Context: an optimization exercise on an open-source flow, tuned for small area. The choices shown serve that exercise and are no tape-out recipe. The RTL was checked by simulation tests, not by an equivalence proof against the original design. Power is estimated from default activity; no workload was simulated.

**design.v**
```verilog
`timescale 1ns / 1ps
module Digitales2_TopMod(
		input clk, rst,EN,
		input ps2d, ps2c,
		output correct,
		output [1:0] Alarma_Vent,
		output [7:0] Catodos,
		output [3:0] Anodos
    );
reg       smp;
reg [2:0] run;
reg       ps2_act;
wire      sat      = (run == 3'd7);
wire      ps2_next = sat ? smp : ps2_act;
wire      fall_edge = ps2_act & sat & ~smp;
always @(posedge clk, posedge rst)
	if (rst) begin
		smp <= 1'b0;
		ps2_act <= 1'b0;
	end else begin
		smp <= ps2c;
		ps2_act <= ps2_next;
	end
always @(posedge clk)
	run <= (ps2c != smp) ? 3'd0 : sat ? 3'd7 : run + 3'd1;
reg [3:0]  rq;
reg [10:0] bus;
wire done  = (rq == 4'd1);
wire shift = fall_edge & ((rq == 4'd0) ? EN : (rq != 4'd1));
always @(posedge clk, posedge rst)
	if (rst) begin
		rq <= 4'd0;
		bus <= 11'd0;
	end else begin
		if (shift) bus <= {ps2d, bus[10:1]};
		if (rq == 4'd0) begin
			if (fall_edge & EN) rq <= 4'd11;
		end else if (done | fall_edge)
			rq <= rq - 4'd1;
	end
assign correct = bus[0];
reg brk;
wire tick = brk & done;
always @(posedge clk, posedge rst)
	if (rst) brk <= 1'b0;
	else if (done) brk <= ~brk & (bus[8:1] == 8'hF0);
localparam [3:0] K_OLOW = 4'd2,    
                 K_D1 = 4'd6, K_D2 = 4'd4, K_D3 = 4'd13, K_D4 = 4'd0, K_D5 = 4'd3,
                 K_D6 = 4'd15, K_D7 = 4'd7, K_D8 = 4'd5, K_D9 = 4'd1,    
                 K_W = 4'd10,      
                 K_ACC = 4'd14,    
                 K_IGN = 4'd9,     
                 K_PRE = 4'd11,    
                 K_OHIGH = 4'd12;  
wire [7:0] code = bus[8:1];
reg  [3:0] cls_in;
always @* begin
	case (code)
		8'h16: cls_in = K_D1;
		8'h1E: cls_in = K_D2;
		8'h26: cls_in = K_D3;
		8'h25: cls_in = K_D4;
		8'h2E: cls_in = K_D5;
		8'h36: cls_in = K_D6;
		8'h3D: cls_in = K_D7;
		8'h3E: cls_in = K_D8;
		8'h46: cls_in = K_D9;
		8'h1D: cls_in = K_W;
		8'h45, 8'h31, 8'h5A: cls_in = K_ACC;
		8'h43: cls_in = K_IGN;
		8'h4D: cls_in = K_PRE;
		default: cls_in = (code >= 8'h2E) ? K_OHIGH : K_OLOW;
	endcase
end
reg [3:0] cls;
always @(posedge clk, posedge rst)
	if (rst) cls[3] <= 1'b0;
	else if (tick) cls[3] <= cls_in[3];
always @(posedge clk)
	if (tick) cls[2:0] <= cls_in[2:0];
reg       c_w, c_acc, c_pre, c_ign;
reg [3:0] c_uni;
reg [1:0] c_dec;
always @* begin
	c_w = 1'b0; c_acc = 1'b1; c_pre = 1'b0; c_ign = 1'b0; c_uni = 4'd0; c_dec = 2'd3;
	case (cls)
		K_D1: begin c_uni = 4'd1; c_dec = 2'd0; end
		K_D2: begin c_uni = 4'd2; c_dec = 2'd0; end
		K_D3: begin c_uni = 4'd3; c_dec = 2'd1; end
		K_D4: begin c_uni = 4'd4; c_dec = 2'd2; end
		K_D5: c_uni = 4'd5;
		K_D6: c_uni = 4'd6;
		K_D7: c_uni = 4'd7;
		K_D8: c_uni = 4'd8;
		K_D9: c_uni = 4'd9;
		K_W: begin c_w = 1'b1; c_acc = 1'b0; c_dec = 2'd0; end
		K_ACC: ;
		K_IGN: c_ign = 1'b1;
		K_PRE: c_pre = 1'b1;
		K_OHIGH: c_acc = 1'b0;
		default: begin c_acc = 1'b0; c_dec = 2'd0; end    
	endcase
end
localparam S1 = 3'b000, S2 = 3'b001, S3 = 3'b011, S4 = 3'b010, S5 = 3'b110, S6 = 3'b100;
reg [2:0] cs;
always @(posedge clk, posedge rst)
	if (rst) cs <= S1;
	else case (cs)
		S1: if (tick & c_w) cs <= S2;
		S2: if (tick & c_acc) cs <= S3;
		S3: if (tick & c_acc) cs <= S4;
		S4: if (tick & c_acc) cs <= S5;
		S5: if (tick & c_acc) cs <= S6;
		S6: cs <= S1;
		default: cs <= cs;
	endcase
wire active = cs[2];
reg [1:0] r_dec;
reg [3:0] r_uni;
reg       r_ok;    
always @(posedge clk) begin
	if (cs == S2) r_dec <= c_dec;
	if (cs == S3) r_uni <= c_uni;
	if (cs == S4) r_ok <= c_pre;
	else if (cs == S5) r_ok <= r_ok & ~c_ign;
end
wire       wrap  = (r_dec == 2'd3) & (r_uni[3] | r_uni[2] | r_uni[1]);
wire [3:0] t_uni = wrap ? r_uni - 4'd2 : r_uni;
wire [1:0] t_dec = wrap ? 2'd0 : r_dec;
reg [14:0] lf;
reg [1:0]  hi;
reg [1:0]  dsp;
wire lf_z14 = (lf[13:0] == 14'd0);
wire wrap15 = lf_z14 & ~lf[14];
wire en_mod = wrap15 & hi[0] & ~hi[1];               
always @(posedge clk, posedge rst)
	if (rst) begin
		lf <= 15'd1;
		hi <= 2'd0;
		dsp <= 2'd0;
	end else begin
		lf <= {lf[13:0], lf[14] ^ lf[13] ^ lf_z14};
		if (wrap15) hi <= hi + 2'd1;
		if (en_mod) dsp <= dsp + 2'd1;
	end
wire en_ctrl = wrap15 & hi[0] & hi[1] & dsp[0];
reg [1:0] est;
always @(posedge clk, posedge rst)
	if (rst) est <= 2'd0;
	else if (en_ctrl) begin
		case (est)
			2'd0: if (active) est <= 2'd1;
			2'd1: est <= 2'd2;
			2'd2: est <= 2'd3;
			2'd3: est <= 2'd1;
		endcase
	end
reg [3:0] T_uni;
reg [1:0] T_dec;
reg       ok;
always @(posedge clk, posedge rst)
	if (rst) begin
		T_uni <= 4'd0;
		T_dec <= 2'd0;
	end else if (est == 2'd1) begin
		T_uni <= t_uni;
		T_dec <= t_dec;
	end
always @(posedge clk)
	if (est == 2'd1) ok <= r_ok;
reg [1:0] alarm;
always @(posedge clk, posedge rst)
	if (rst) alarm <= 2'd0;
	else if (est == 2'd3)
		alarm <= ~ok ? 2'b00 : ((T_dec != 2'd0) | T_uni[3]) ? 2'b11 : T_uni[2] ? 2'b01 : 2'b00;
assign Alarma_Vent = alarm;
reg [3:0] an;
reg [7:0] cat;
always @* begin
	case (dsp)
		2'd0: begin
			an = 4'b1110;
			case (est)
				2'd0: cat = 8'b11000000;
				2'd1: cat = 8'b11111001;
				2'd2: cat = 8'b10100100;
				default: cat = 8'b10110000;
			endcase
		end
		2'd1: begin
			an = 4'b1101;
			cat = 8'b10111111;
		end
		2'd2: begin
			an = 4'b1011;
			case (T_uni)
				4'd0: cat = 8'b11000000;
				4'd1: cat = 8'b11111001;
				4'd2: cat = 8'b10100100;
				4'd3: cat = 8'b10110000;
				4'd4: cat = 8'b10011001;
				4'd5: cat = 8'b10010010;
				4'd6: cat = 8'b10000010;
				4'd7: cat = 8'b11111000;
				4'd8: cat = 8'b10000000;
				4'd9: cat = 8'b10010000;
				default: cat = 8'b10000000;
			endcase
		end
		default: begin
			an = 4'b0111;
			case (T_dec)
				2'd0: cat = 8'b10100100;
				2'd1: cat = 8'b10110000;
				2'd2: cat = 8'b10011001;
				default: cat = 8'b10010010;
			endcase
		end
	endcase
end
assign Anodos = an;
assign Catodos = cat;
endmodule
```
**flow/run.sh**
```bash
#!/bin/bash
# Own layout flow: the standard layout (standard.sh), with
#  1. synthesis without half/full-adder cell extraction (ADDER_MAP_FILE empty);
#  2. the combinational logic of the synthesized netlist re-mapped by ABC for
#     area; every register cell, its name and its nets are kept, and
#     the new netlist is used only if a SAT proof shows it equal to the old one
#     with the registers cut (check_*.ys); ABC runs with four seeds and the
#     smallest proven netlist is used; without one the standard netlist is kept;
#  3. port buffers of sky130_fd_sc_hd__buf_1 (every port still gets one);
#  4. a clock tree of clkbuf_4 without dummy loads.
# Each tool writes its full output to its own log in this folder (flow_*.log),
# besides ORFS's own logs under orfs/logs.
set -euo pipefail
HERE=$(pwd)
F=$HERE/flow
R=$HERE/orfs/results/$FLOW_PLATFORM/Digitales2_TopMod/base
LIB=$FLOW_HOME/platforms/$FLOW_PLATFORM/lib/sky130_fd_sc_hd__tt_025C_1v80.lib
YOSYS=$FLOW_HOME/../tools/install/yosys/bin/yosys
[[ -x $YOSYS ]] || YOSYS=$(command -v yosys)

bash standard.sh "ADDER_MAP_FILE=" synth > flow_synth.log 2>&1

cp $R/1_2_yosys.v $HERE/netlist_std.v
SEQ=$(grep -o "sky130_fd_sc_hd__[a-z0-9_]*" $HERE/netlist_std.v | sort -u | grep -E "__(df|edf|sdf|dl|conb)" | tr '\n' ' ')
DU=$(cat $F/dont_use.txt)
# ABC runs with four random seeds in parallel; the smallest netlist that passes
# the equivalence proof is used.
remap() {  # remap SEED
  local S=$1
  printf 'strash\n&get -n\n&deepsyn -T 20 -S %s\n&put\ndch -f\namap\n' $S > $HERE/remap_$S.abc
  cat > $HERE/remap_$S.ys <<EOF
read_liberty -ignore_miss_func $LIB
blackbox $SEQ
read_verilog $HERE/netlist_std.v
hierarchy -top $FLOW_TOP
flatten
rename -hide w:*.*
opt -purge
abc -script $HERE/remap_$S.abc -liberty $LIB $DU
opt_clean -purge
hilomap -singleton -hicell sky130_fd_sc_hd__conb_1 HI -locell sky130_fd_sc_hd__conb_1 LO
insbuf -buf sky130_fd_sc_hd__buf_4 A X
opt_clean -purge
check -mapped
tee -o $HERE/remap_$S.area stat -liberty $LIB
write_verilog -noattr -nohex -nodec $HERE/netlist_remap_$S.v
EOF
  $YOSYS -s $HERE/remap_$S.ys > flow_remap_$S.log 2>&1 || return 1
  python3 $F/cutff.py $HERE/netlist_remap_$S.v $HERE/cut_remap_$S.v || return 1
  cat > $HERE/check_$S.ys <<EOF
read_liberty -ignore_miss_func $LIB
read_verilog $HERE/cut_std.v
rename $FLOW_TOP gold
read_verilog $HERE/cut_remap_$S.v
rename $FLOW_TOP gate
flatten gold gate
miter -equiv -flatten -make_outputs gold gate miter
hierarchy -top miter
sat -verify -prove trigger 0 miter
EOF
  $YOSYS -s $HERE/check_$S.ys > flow_check_$S.log 2>&1 || return 1
  grep "Chip area" $HERE/remap_$S.area | tail -1 | awk '{print $NF}' > $HERE/remap_$S.ok
}
use_remap=0
best=""
if python3 $F/cutff.py $HERE/netlist_std.v $HERE/cut_std.v; then
  for S in 0 1 2 3; do remap $S & done
  wait || true
  for S in 0 1 2 3; do
    if [[ -s $HERE/remap_$S.ok ]]; then echo "$(cat $HERE/remap_$S.ok) $S"; fi
  done > $HERE/remap_areas.txt
  best=$(sort -g $HERE/remap_areas.txt | head -1 | awk '{print $2}') || best=""
  [[ -n $best ]] && use_remap=1
fi
echo "use_remap=$use_remap seed=$best" > flow_choice.log
if [[ $use_remap == 1 ]]; then
  cp $HERE/netlist_remap_$best.v $R/1_2_yosys.v
  rm -f $R/1_synth.odb
fi

bash standard.sh "ADDER_MAP_FILE=" \
  "BUFFER_PORTS_ARGS=-buffer_cell sky130_fd_sc_hd__buf_1" \
  "CTS_ARGS=-sink_clustering_enable -repair_clock_nets -dont_use_dummy_load -buf_list sky130_fd_sc_hd__clkbuf_4 -sink_clustering_size 8 -sink_clustering_max_diameter 60" \
  finish > flow_finish.log 2>&1
```
**flow/cutff.py**
```python
import re,sys
# cut sequential cells out of a yosys-written flat netlist: Q nets become inputs, other pins outputs
src=open(sys.argv[1]).read()
seqpat=re.compile(r'\n\s*(sky130_fd_sc_hd__(?:df|edf|sdf|dl)\w*)\s+(\\\S+|\w+)\s*\((.*?)\);', re.S)
ins=[];outs=[];assigns=[]
def repl(m):
    cell,name,pins=m.group(1),m.group(2),m.group(3)
    key=re.sub(r'\W','_',name)
    for pm in re.finditer(r'\.(\w+)\(([^()]*)\)',pins):
        pin,net=pm.group(1),pm.group(2).strip()+' '
        if pin in ('Q','Q_N'):
            ins.append(f'ff_{key}_{pin}'); assigns.append(f'assign {net} = ff_{key}_{pin};')
        elif pin not in ('CLK','CLK_N'):
            outs.append(f'ff_{key}_{pin}'); assigns.append(f'assign ff_{key}_{pin} = {net};')
    return '\n'
conbpat=re.compile(r'\n\s*sky130_fd_sc_hd__conb_1\s+(\\\S+|\w+)\s*\((.*?)\);', re.S)
def rc(m):
    out=[]
    for pm in re.finditer(r'\.(\w+)\(([^()]*)\)',m.group(2)):
        pin,net=pm.group(1),pm.group(2).strip()+' '
        if net.strip(): out.append(f"assign {net} = 1'b{1 if pin=='HI' else 0};")
    return '\n'+'\n'.join(out)+'\n'
src=conbpat.sub(rc,src)
body=seqpat.sub(repl,src)
# add ports
m=re.search(r'module\s+(\w+)\s*\((.*?)\);',body,re.S)
ports=m.group(2).strip()
newports=ports+(', ' if ports else '')+', '.join(ins+outs)
decl='\n'.join([f'  input {p};' for p in ins]+[f'  output {p};' for p in outs]+assigns)
body=body[:m.start()]+f'module {m.group(1)}({newports});\n'+decl+body[m.end():]
open(sys.argv[2],'w').write(body)
```
**flow/dont_use.txt**
```
-dont_use sky130_fd_sc_hd__lpflow_bleeder_1 -dont_use sky130_fd_sc_hd__lpflow_clkbufkapwr_1 -dont_use sky130_fd_sc_hd__lpflow_clkbufkapwr_16 -dont_use sky130_fd_sc_hd__lpflow_clkbufkapwr_2 -dont_use sky130_fd_sc_hd__lpflow_clkbufkapwr_4 -dont_use sky130_fd_sc_hd__lpflow_clkbufkapwr_8 -dont_use sky130_fd_sc_hd__lpflow_clkinvkapwr_1 -dont_use sky130_fd_sc_hd__lpflow_clkinvkapwr_16 -dont_use sky130_fd_sc_hd__lpflow_clkinvkapwr_2 -dont_use sky130_fd_sc_hd__lpflow_clkinvkapwr_4 -dont_use sky130_fd_sc_hd__lpflow_clkinvkapwr_8 -dont_use sky130_fd_sc_hd__lpflow_decapkapwr_12 -dont_use sky130_fd_sc_hd__lpflow_decapkapwr_3 -dont_use sky130_fd_sc_hd__lpflow_decapkapwr_4 -dont_use sky130_fd_sc_hd__lpflow_decapkapwr_6 -dont_use sky130_fd_sc_hd__lpflow_decapkapwr_8 -dont_use sky130_fd_sc_hd__lpflow_inputiso0n_1 -dont_use sky130_fd_sc_hd__lpflow_inputiso0p_1 -dont_use sky130_fd_sc_hd__lpflow_inputiso1n_1 -dont_use sky130_fd_sc_hd__lpflow_inputiso1p_1 -dont_use sky130_fd_sc_hd__lpflow_inputisolatch_1 -dont_use sky130_fd_sc_hd__lpflow_isobufsrc_1 -dont_use sky130_fd_sc_hd__lpflow_isobufsrc_16 -dont_use sky130_fd_sc_hd__lpflow_isobufsrc_2 -dont_use sky130_fd_sc_hd__lpflow_isobufsrc_4 -dont_use sky130_fd_sc_hd__lpflow_isobufsrc_8 -dont_use sky130_fd_sc_hd__lpflow_isobufsrckapwr_16 -dont_use sky130_fd_sc_hd__lpflow_lsbuf_lh_hl_isowell_tap_1 -dont_use sky130_fd_sc_hd__lpflow_lsbuf_lh_hl_isowell_tap_2 -dont_use sky130_fd_sc_hd__lpflow_lsbuf_lh_hl_isowell_tap_4 -dont_use sky130_fd_sc_hd__lpflow_lsbuf_lh_isowell_4 -dont_use sky130_fd_sc_hd__lpflow_lsbuf_lh_isowell_tap_1 -dont_use sky130_fd_sc_hd__lpflow_lsbuf_lh_isowell_tap_2 -dont_use sky130_fd_sc_hd__lpflow_lsbuf_lh_isowell_tap_4 -dont_use sky130_fd_sc_hd__probe_p_8 -dont_use sky130_fd_sc_hd__probec_p_8 
```
**standard.sh**
```bash
#!/bin/bash
# synth_recipe.tcl (not shown) runs the flow's synth.tcl, then flattens the netlist and writes it again
# the make line also repeats each setting of config.mk as NAME=value (left out here)
make -C /OpenROAD-flow-scripts/flow DESIGN_CONFIG=/design/flow/config.mk WORK_HOME=/design/flow/orfs CLKGATE_MAP_FILE= SYNTH_SCRIPT=/design/flow/synth_recipe.tcl "${@:-finish}"
```
**config.mk**
```make
export PLATFORM = sky130hd
export DESIGN_NAME = Digitales2_TopMod
export DESIGN_NICKNAME = Digitales2_TopMod
export VERILOG_FILES = /design/flow/design.v
export SDC_FILE = /design/flow/constraint.sdc
export NUM_CORES = 4
export LEC_CHECK = 0
export CAP_MARGIN = 20
export CORE_MARGIN = 2
export CORE_UTILIZATION = 40
export PLACE_DENSITY = 0.6
export SLEW_MARGIN = 20
```
**constraint.sdc**
```tcl
create_clock -name core_clock -period 10.0 [get_ports {clk}]
set_input_delay 2.0000 -clock core_clock [delete_from_list [all_inputs] [get_ports {clk}]]
set_output_delay 2.0000 -clock core_clock [all_outputs]
set_load 0.01 [all_outputs]
```
==> qor.csv, run 1 <==
stage,metric,value,unit
drt,routed.top_layer,met4,
sta,slew_violations,0,
drt,viasPerCell,5.295,
clocking,cts_inserted_buffers,9,
power_and_ir_drop,peakVddDrop,0.00008476,V
hold_path,hp-class,reg -> reg,
worst_setup_path,start_kind,flop,
global_routing,grt_pass1_wl,8687,um
outcome,status,no timing/DRC/antenna violations,
drt,vias,2118,
clocking,cts_htree_levels,3,
worst_setup_path,slowest_stage,nor2_1,
clocking,cts.clk_slew.worst_paths,110,ps
logic_synthesis,ys_warn_count,1,
worst_setup_path,crit_top_cell,clkinv_1,
worst_setup_path,critPathMaxStageDelay,520,ps
clocking,hold_buffers,0,
floorplanning,die_h,87.48,um
worst_setup_path,crit_fanout,11,
floorplanning,rows,30,
layout,drive_gt1_share,3.438,%
logic_synthesis,synth_area,2788,sq um
flow_run,drv_cap,0,
clocking,post_cts_resized,0,
clocking,cts.sinks,65,
sta,period_share,44.45,%
power_and_ir_drop,leakage,1.188,nW
global_routing,antenna_found_initial,0,
drt,wl_met3,176,um
worst_setup_path,cp.arrival,2450,ps
global_routing,grt_max_degree,52,
worst_setup_path,critPathKind,reg -> out,
global_routing,grt_use_total,14.63,%
sta,clock_skew,30.60,ps
clocking,clockBufferDepth,2,
logic_synthesis,syn_nets,299,
sta,fmax,225.0,MHz
layout,finalNetCount,327,
floorplanning,ioPinCount,20,
sta,tightest_slew,843.8,ps
floorplanning,core-area,6756,sq um
clocking,post_cts_buffers,0,
floorplanning,dieArea,7653,sq um
layout,num-fill-cells,684,
sta,fin_setup_tns,0,ps
power_and_ir_drop,p_per_area,161.6,nW/um^2
worst_setup_path,required,8000,ps
layout,syn2layout_area_growth,8.214,%
sta,setup_viol,0,
sta,finalCriticalPeriod,4445,ps
drt,avgRoutedWirePerCell,12.21,um
layout,ff_latch_area,1668,sq um
sta,max_slew_margin,43.68,%
placement,place_hpwl,3494,um
clocking,cts_tree,built,
clocking,clk_latency,390,ps
layout,final_util,44.65,%
placement,portBuffers,18,
logic_synthesis,syn_area_per_cell,9.482,sq um
placement,gp_congestion,0.7937,
worst_setup_path,setup.worst_path.end_class,output pin,
layout,diodes,0,
global_routing,grt-ovfl-total,0,
sta,rsz0062_at_grt,no,
logic_synthesis,syn_inst,294,
layout,multi_input_area,935.9,sq um
drt,wirelength,4882,um
drt,ant_nets,0,
drt,drc,0,
drt,first_iter_violations,69,
drt,wl_met1,2338,um
global_routing,grt_pass1_vias,1998,
worst_setup_path,cp_cell_sequence,"clkinv_1, nor2_1, clkinv_1, a21oi_1, a211oi_1, o21ai_0, or2_0, buf_1",
floorplanning,start_util,41.26,%
drt,dr.pass1.iters,4,
floorplanning,die_x,87.48,um
clocking,cts_root_buf,clkbuf_4,
sta,hold_violations,0,
drt,wl_met2,2261,um
sta,holdWs,356.0,ps
worst max-delay path: cells and delay by family (launching register included):
kind | cells | cell delay (ps)
and+or+nand+nor | 2 | 650
buffers and inverters | 3 | 580
AOI/OAI and AO/OA | 3 | 450
DFF | 1 | 400
sequential cells by signal (all words and copies together), names as in the netlist, 2 cells and up:
name   flops
T_dec      2
T_uni      4
alarm      2
bus       11
cls        4
cs         3
dsp        2
est        2
hi         2
lf        15
r_dec      2
r_uni      4
rq         4
run        3
metrics by stage:
step	worst slack (ps)	total power, mW	area (sq um)	instances
after floorplan	6224	0.3582	2788	294
after global placement	6020	0.3737	2948	391
after detailed placement	5966	0.3744	2948	391
after CTS	5525	0.4926	3015	400
after global routing	5163	0.5169	3017	400
final	5555	0.4876	3017	400
final timing paths:
kind,depth (start not counted),start,end,slack (ps)
max,8,est[0]$_DFFE_PP0P_,Catodos[3],5550
min,0,lf[3]$_DFF_PP0_,lf[4]$_DFF_PP0_,360
max reg2reg,10,bus[1]$_DFFE_PP0P_,cls[1]$_DFFE_PP_,7620
min reg2reg,0,lf[3]$_DFF_PP0_,lf[4]$_DFF_PP0_,360
max in group asynchronous,2,rst,T_uni[3]$_DFFE_PP0N_,7750
min in group asynchronous,2,rst,lf[10]$_DFF_PP0_,1720
where the power goes:
group          internal, mW  leakage [nW]  switching [mW]
sequential            0.289         0.753          0.0142
clock                0.0418        0.0414          0.0757
combinational        0.0215         0.393          0.0449
area by class of cell:
cell class	instances	share of cell area (%)
inverters	47	5.890
flip-flops and latches	65	55.29
multi-input cells	181	31.02
repair buffers	18	2.240
well taps	80	3.318
clock buffers	9	2.240
routing by layer:
layer / vias to the layer above / track usage (%)
met4: 0 / 8.392
met3: 12 / 3.128
li1: 1078 / -
met2: 44 / 23.14
met1: 984 / 18.53
met5: - / 0
layout by cell type (no fill, tap or decap), drive strengths merged, types with 11 or more instances in the layout:
master and instances:
dfrtp 50, clkinv 47, nor2 46, nand2 25
o21ai 21, buf 18, o22ai 14, a21oi 14
nor3 12, edfxtp 11
==> inputs of run 2 (changes only) <==
--- a/flow/run.sh
+++ b/flow/run.sh
@@ -4,8 +4,8 @@
 #  2. the combinational logic of the synthesized netlist re-mapped by ABC for
 #     area; every register cell, its name and its nets are kept, and
 #     the new netlist is used only if a SAT proof shows it equal to the old one
-#     with the registers cut (check_*.ys); ABC runs with four seeds and the
-#     smallest proven netlist is used; without one the standard netlist is kept;
+#     with the registers cut (check_*.ys); ABC runs eight times (seeds and limits)
+#     and the smallest proven netlist is used; without one the standard netlist is kept;
 #  3. port buffers of sky130_fd_sc_hd__buf_1 (every port still gets one);
 #  4. a clock tree of clkbuf_4 without dummy loads.
 # Each tool writes its full output to its own log in this folder (flow_*.log),
@@ -23,11 +23,15 @@
 cp $R/1_2_yosys.v $HERE/netlist_std.v
 SEQ=$(grep -o "sky130_fd_sc_hd__[a-z0-9_]*" $HERE/netlist_std.v | sort -u | grep -E "__(df|edf|sdf|dl|conb)" | tr '\n' ' ')
 DU=$(cat $F/dont_use.txt)
-# ABC runs with four random seeds in parallel; the smallest netlist that passes
-# the equivalence proof is used.
-remap() {  # remap SEED
+# ABC runs eight times, four at a time; the smallest netlist that passes the
+# equivalence proof is used.
+remap() {  # remap N: N 0-3 deepsyn for 30 s with seed N, N 4-7 deepsyn to 100 steps without gain
   local S=$1
-  printf 'strash\n&get -n\n&deepsyn -T 20 -S %s\n&put\ndch -f\namap\n' $S > $HERE/remap_$S.abc
+  if (( S < 4 )); then
+    printf 'strash\n&get -n\n&deepsyn -T 30 -S %s\n&put\ndch -f\namap\n' $S > $HERE/remap_$S.abc
+  else
+    printf 'strash\n&get -n\n&deepsyn -J 100 -S %s\n&put\ndch -f\namap\n' $((S - 4)) > $HERE/remap_$S.abc
+  fi
   cat > $HERE/remap_$S.ys <<EOF
 read_liberty -ignore_miss_func $LIB
 blackbox $SEQ
@@ -66,7 +70,9 @@
 if python3 $F/cutff.py $HERE/netlist_std.v $HERE/cut_std.v; then
   for S in 0 1 2 3; do remap $S & done
   wait || true
-  for S in 0 1 2 3; do
+  for S in 4 5 6 7; do remap $S & done
+  wait || true
+  for S in 0 1 2 3 4 5 6 7; do
     if [[ -s $HERE/remap_$S.ok ]]; then echo "$(cat $HERE/remap_$S.ok) $S"; fi
   done > $HERE/remap_areas.txt
   best=$(sort -g $HERE/remap_areas.txt | head -1 | awk '{print $2}') || best=""
==> run 2 against run 1 <==
Effect of this change: routed wire length did not move; global-route usage did not move; non-clock buffer count did not move; clock-buffer cell count did not move; clock skew did not move; synthesized cell count did not move; critical path depth did not move; via count did not move; hold slack did not move; utilization did not move; largest cell class unchanged.
==> qor.csv, run 2 <==
stage,metric,value,unit
layout,finalNetCount,327,
global_routing,grt_pass1_wl,8687,um
clocking,cts.clk_slew.worst_paths,110,ps
placement,gp_congestion,0.7937,
sta,holdWs,356.0,ps
worst_setup_path,cp.arrival,2450,ps
drt,wirelength,4882,um
drt,avgRoutedWirePerCell,12.21,um
outcome,status,no timing/DRC/antenna violations,
global_routing,grt_max_degree,52,
worst_setup_path,critPathBufInv,3,
logic_synthesis,syn_nets,299,
layout,num-fill-cells,684,
layout,stdcell_area,3017,sq um
clocking,cts_inserted_buffers,9,
hold_path,min_to,lf[4]$_DFF_PP0_,
layout,diodes,0,
flow_run,drv_cap,0,
power_and_ir_drop,finalPower,0.4876,mW
worst_setup_path,worst_path_dominant_cell_family,simple AND/OR/NAND/NOR gates,
drt,vias,2118,
sta,clock_skew,30.60,ps
drt,viasPerCell,5.295,
drt,drc,0,
clocking,post_cts_resized,0,
global_routing,antenna_found_initial,0,
floorplanning,core-area,6756,sq um
clocking,cts.sinks,65,
power_and_ir_drop,p_per_area,161.6,nW/um^2
clocking,post_cts_buffers,0,
global_routing,grt_use_total,14.63,%
sta,fmax,225.0,MHz
power_and_ir_drop,peakVddDrop,0.00008476,V
power_and_ir_drop,leakage,1.188,nW
drt,dr.pass1.iters,4,
sta,hold_violations,0,
worst_setup_path,slowest_stage,nor2_1,
floorplanning,die_x,87.48,um
layout,final_common_cell,dfrtp_1,
hold_path,hp-class,reg -> reg,
floorplanning,start_util,41.26,%
clocking,clockBufferDepth,2,
worst_setup_path,crit_top_cell,clkinv_1,
sta,tightest_slew,843.8,ps
placement,place_area,2948,sq um
layout,reg_top3,"lf: 15 flops, bus: 11 flops",
placement,place_hpwl,3494,um
sta,max_slew_margin,43.68,%
global_routing,grt_pass1_vias,1998,
layout,syn2layout_area_growth,8.214,%
worst_setup_path,critPathKind,reg -> out,
floorplanning,dieArea,7653,sq um
sta,fin_setup_tns,0,ps
worst_setup_path,reg2reg_to,cls[1]$_DFFE_PP_,
layout,largest_reg_flops,15,
clocking,clk_latency,390,ps
layout,ff_latch_area,1668,sq um
worst_setup_path,r2r_start,bus[1]$_DFFE_PP0P_,
placement,portBuffers,18,
clocking,cts_htree_levels,3,
worst_setup_path,critPathMaxStageDelay,520,ps
sta,period_share,44.45,%
worst_setup_path,setup.worst_path.end_class,output pin,
layout,multi_input_area,935.9,sq um
sta,rsz0062_at_grt,no,
worst_setup_path,r2r_slack,7620,ps
logic_synthesis,synth_area,2788,sq um
layout,final_cell_mix,"50 x dfrtp_1, 46 x clkinv_1, 46 x nor2_1",
global_routing,grt-ovfl-total,0,
clocking,cts_root_buf,clkbuf_4,
worst_setup_path,start_kind,flop,
worst_setup_path,reg2reg_depth,10,
floorplanning,rows,30,
layout,regMostFlops,lf,
logic_synthesis,ys_warn_count,1,
drt,ant_nets,0,
clocking,hold_buffers,0,
floorplanning,die_h,87.48,um
sta,slew_violations,0,
floorplanning,ioPinCount,20,
layout,drive_gt1_share,3.438,%
logic_synthesis,syn_inst,294,
drt,first_iter_violations,69,
worst_setup_path,cp_cell_sequence,"clkinv_1, nor2_1, clkinv_1, a21oi_1, a211oi_1, o21ai_0, or2_0, buf_1",
sta,setup_viol,0,
worst_setup_path,required,8000,ps
worst_setup_path,crit_fanout,11,
logic_synthesis,syn_area_per_cell,9.482,sq um
hold_path,hold_path_depth,0,
sta,finalCriticalPeriod,4445,ps
clocking,cts_tree,built,
hold_path,min_from,lf[3]$_DFF_PP0_,
[run 2: per-layer routing]
metal	track usage, %	part of all wire, %	vias up
li1	-	-	1078
met1	18.53	48	984
met2	23.14	46	44
met3	3.128	3.6	12
met4	8.392	2.2	0
met5	0	0	-
[run 2: power breakdown]
part	switching (mW)	internal, mW	leakage, nW	total, mW
clock network	0.0757	0.0418	0.0414	0.118
logic	0.0449	0.0215	0.393	0.0664
registers	0.0142	0.289	0.753	0.304
total	0.135	0.353	1.19	0.488
[run 2: worst max path at each step]
stage,start,to,slack (ps),cells past startpoint
final,est[0]$_DFFE_PP0P_,Catodos[3],5550,8
after global routing,est[0]$_DFFE_PP0P_,Catodos[3],5160,8
after CTS,est[0]$_DFFE_PP0P_,Catodos[3],5520,8
after detailed placement,est[0]$_DFFE_PP0P_,Catodos[3],5970,8
after global placement,est[0]$_DFFE_PP0P_,Catodos[3],6020,8
after floorplan,est[0]$_DFFE_PP0P_,Catodos[3],6220,7
[run 2: cell type report]
class,instances,area share [%]
clock buffer,9,2.240
inverter,47,5.890
multi-input combinational,181,31.02
sequential,65,55.29
tap,80,3.318
timing repair buffer,18,2.240
[run 2: stage by stage]
stage	instances	setup WS (ps)	util (%)
global route	400	5163	44.65
finish	400	5555	44.65
detailed placement	391	5966	43.63
floorplan	294	6224	-
CTS	400	5525	44.63
global placement	391	6020	43.63
==> inputs of run 3 (changes only) <==
--- a/flow/run.sh
+++ b/flow/run.sh
@@ -25,13 +25,11 @@
 DU=$(cat $F/dont_use.txt)
 # ABC runs eight times, four at a time; the smallest netlist that passes the
 # equivalence proof is used.
-remap() {  # remap N: N 0-3 deepsyn for 30 s with seed N, N 4-7 deepsyn to 100 steps without gain
+remap() {  # remap N: deepsyn with seed N % 4 for 20 s (N 0-3) or 30 s (N 4-7)
   local S=$1
-  if (( S < 4 )); then
-    printf 'strash\n&get -n\n&deepsyn -T 30 -S %s\n&put\ndch -f\namap\n' $S > $HERE/remap_$S.abc
-  else
-    printf 'strash\n&get -n\n&deepsyn -J 100 -S %s\n&put\ndch -f\namap\n' $((S - 4)) > $HERE/remap_$S.abc
-  fi
+  local T=20
+  (( S < 4 )) || T=30
+  printf 'strash\n&get -n\n&deepsyn -T %s -S %s\n&put\ndch -f\namap\n' $T $((S % 4)) > $HERE/remap_$S.abc
   cat > $HERE/remap_$S.ys <<EOF
 read_liberty -ignore_miss_func $LIB
 blackbox $SEQ
==> run 3 against run 2 <==
Effect of this change: clock-buffer cell count is the same; worst setup slack gained 360 ps; first-iteration DRC count grew 35%; critical endpoint is now Catodos[0].
==> qor.csv, run 3 <==
stage,metric,value,unit
drt,avgRoutedWirePerCell,12.29,um
clocking,cts_htree_levels,3,
hold_path,min_to,lf[13]$_DFF_PP0_,
power_and_ir_drop,p_int,0.3534,mW
power_and_ir_drop,peakVddDrop,0.00008602,V
clocking,cts_inserted_buffers,9,
clocking,clk_latency,390,ps
sta,max_slew_margin,43.08,%
clocking,clockBufferDepth,2,
clocking,post_cts_resized,0,
power_and_ir_drop,clkPwrFrac,24.0,%
flow_run,drv_cap,0,
sta,tightest_slew,852.8,ps
clocking,post_cts_buffers,0,
drt,drc,0,
layout,diodes,0,
global_routing,grt_pass1_vias,1904,
layout,num-fill-cells,665,
floorplanning,ioPinCount,20,
worst_setup_path,start_kind,flop,
hold_path,min_from,lf[12]$_DFF_PP0_,
layout,syn2layout_area_growth,8.284,%
worst_setup_path,reg2reg_to,cls[2]$_DFFE_PP_,
power_and_ir_drop,finalPower,0.4865,mW
drt,vias,2091,
logic_synthesis,syn_area_per_cell,9.664,sq um
drt,wirelength,4816,um
worst_setup_path,r2r_slack,7500,ps
sta,finalCriticalPeriod,4089,ps
layout,instances_no_fill,392,
clocking,cts_root_buf,clkbuf_4,
placement,dp_cells,383,
outcome,status,no timing/DRC/antenna violations,
global_routing,grt_max_degree,52,
sta,fmax,244.6,MHz
drt,ant_nets,0,
floorplanning,dieArea,7591,sq um
worst_setup_path,setup.worst_path.end_class,output pin,
power_and_ir_drop,p_per_area,162.5,nW/um^2
layout,drive_gt1_share,3.526,%
placement,portBuffers,18,
global_routing,antenna_found_initial,0,
worst_setup_path,reg2reg_depth,7,
sta,period_share,40.89,%
power_and_ir_drop,p_seq_share,62.6,%
placement,gp_congestion,0.8615,
power_and_ir_drop,power_switching_share,27.35,%
logic_synthesis,synth_area,2764,sq um
worst_setup_path,crit_fanout,7,
sta,slew_violations,0,
global_routing,grt_pass1_wl,8286,um
floorplanning,die_x,87.13,um
clocking,hold_buffers,0,
layout,reg_top3,"lf: 15 flops, bus: 11 flops",
logic_synthesis,ys_warn_count,1,
drt,viasPerCell,5.334,
layout,final_cell_mix,"50 x dfrtp_1, 50 x nor2_1, 38 x clkinv_1",
drt,dr.pass1.iters,4,
power_and_ir_drop,p_switching,0.1331,mW
floorplanning,core-area,6756,sq um
floorplanning,rows,30,
sta,rsz0062_at_grt,no,
clocking,cts.sinks,65,
clocking,cts.clk_slew.worst_paths,90,ps
floorplanning,die_h,87.13,um
drt,first_iter_violations,93,
floorplanning,start_util,40.91,%
worst_setup_path,r2r_start,bus[2]$_DFFE_PP0P_,
clocking,cts_tree,built,
power_and_ir_drop,leakage,1.179,nW
layout,regMostFlops,lf,
hold_path,hp-class,reg -> reg,
layout,largest_reg_flops,15,
hold_path,hold_path_depth,0,
logic_synthesis,syn_nets,291,
placement,place_hpwl,3451,um
worst_setup_path,critPathKind,reg -> out,
worst_setup_path,required,8000,ps
sta,fin_setup_tns,0,ps
worst_setup_path,cp.arrival,2090,ps
sta,setup_viol,0,
power_and_ir_drop,power_frac_comb,13.4,%
global_routing,grt_use_total,13.99,%
logic_synthesis,syn_inst,286,
sta,clock_skew,29.84,ps
layout,finalNetCount,319,
sta,hold_violations,0,
global_routing,grt-ovfl-total,0,
==> run 3: cell count changes in the layout (fill, tap and decap cells not counted), moves of 4 or more <==
cell	delta
clkinv_1	-8
nor2_1	+4
o21a_1	+4
o21ai_0	-4
==> run 3: cell type report <==
cell class / instances / area (sq um) / area share, %
Multi-Input combinational cell: 181 / 942.2 / 31.48
Sequential cell: 65 / 1668 / 55.73
Clock buffer: 9 / 67.56 / 2.258
Inverter: 39 / 147.6 / 4.933
Timing Repair Buffer: 18 / 67.56 / 2.258
Tap cell: 80 / 100.1 / 3.344
==> run 3: metrics by stage <==
| step | hold slack (ps) | setup slack [ps] | util, % | area [sq um] |
|---|---|---|---|---|
| 6_report | 380.2 | 5911 | 44.30 | 2993 |
| 5_1_grt | 387.4 | 5614 | 44.30 | 2993 |
| 4_1_cts | 383.2 | 5866 | 44.28 | 2992 |
| 3_5_place_dp | 365.7 | 6300 | 43.28 | 2924 |
| 3_3_place_gp | 359.9 | 6400 | 43.28 | 2924 |
| 2_1_floorplan | 354.0 | 6404 | - | 2764 |
==> run 3: routing by layer <==
layer  up-vias  share of wire (%)  global-route usage (%)  wire (um)
met4         0                1.8                   5.455         89
met1       965                 46                   16.95       2214
met5         -                  0                       0          0
li1       1061                  -                       -          -
met3         9                5.0                   5.592        242
met2        56                 47                   22.41       2270
==> run 3: how the worst max path moves through the flow <==
| stage | start | endpoint | depth (start not counted) |
|---|---|---|---|
| 2_1_floorplan | dsp[0]$_DFFE_PP0P_ | Catodos[0] | 7 |
| 3_3_place_gp | dsp[0]$_DFFE_PP0P_ | Catodos[0] | 9 |
| 3_5_place_dp | dsp[0]$_DFFE_PP0P_ | Catodos[0] | 9 |
| 4_1_cts | dsp[0]$_DFFE_PP0P_ | Catodos[0] | 9 |
| 5_1_grt | dsp[0]$_DFFE_PP0P_ | Catodos[0] | 9 |
| 6_report | dsp[0]$_DFFE_PP0P_ | Catodos[0] | 9 |
==> run 3: critical path, cell delays in order (launching register included) <==
cell,delay [ps]
dfrtp_1,450
clkinv_1,130
nand2_1,150
nor2_1,60
a21oi_1,180
nor2_1,60
a311oi_1,250
o21ai_0,170
o21a_1,130
buf_1,120
==> run 3: power by group through the flow <==
stage | Combinational, mW | Sequential (mW) | Clock (mW)
after floorplan | 0.0518 | 0.306 | 0
after global placement | 0.0651 | 0.310 | 0
after detailed placement | 0.0646 | 0.310 | 0
after CTS | 0.0649 | 0.305 | 0.124
after global routing | 0.0737 | 0.307 | 0.134
final | 0.0650 | 0.305 | 0.117

-- afterwards: timing with drivers on the ports --
How much do the figures lean on ideal ports? The routed layouts below were timed once more, with nothing changed but the port constraints.
Step 1, drivers: a clkbuf_16 drives clk and a buf_2 each remaining input, both assumed.
Step 2 also shifts input and output timing later by t, the mid clock arrival at the registers, as if the neighbouring blocks saw the same clock.
Slacks: ideal / step 1 / step 2; pairs: ideal / step 1.
run	t, ns	setup slack, ns	hold slack, ns	worst setup path at the end	latest minus earliest clock arrival (ns)
run 1	0.405	5.555 / 5.526 / 5.932	0.356 / 0.356 / 0.356	register to output	0.031 / 0.031
run 2	0.405	5.555 / 5.526 / 5.932	0.356 / 0.356 / 0.356	register to output	0.031 / 0.031
run 3	0.405	5.911 / 5.885 / 6.290	0.380 / 0.380 / 0.380	register to output	0.031 / 0.032
After both steps every run listed still meets setup and hold.
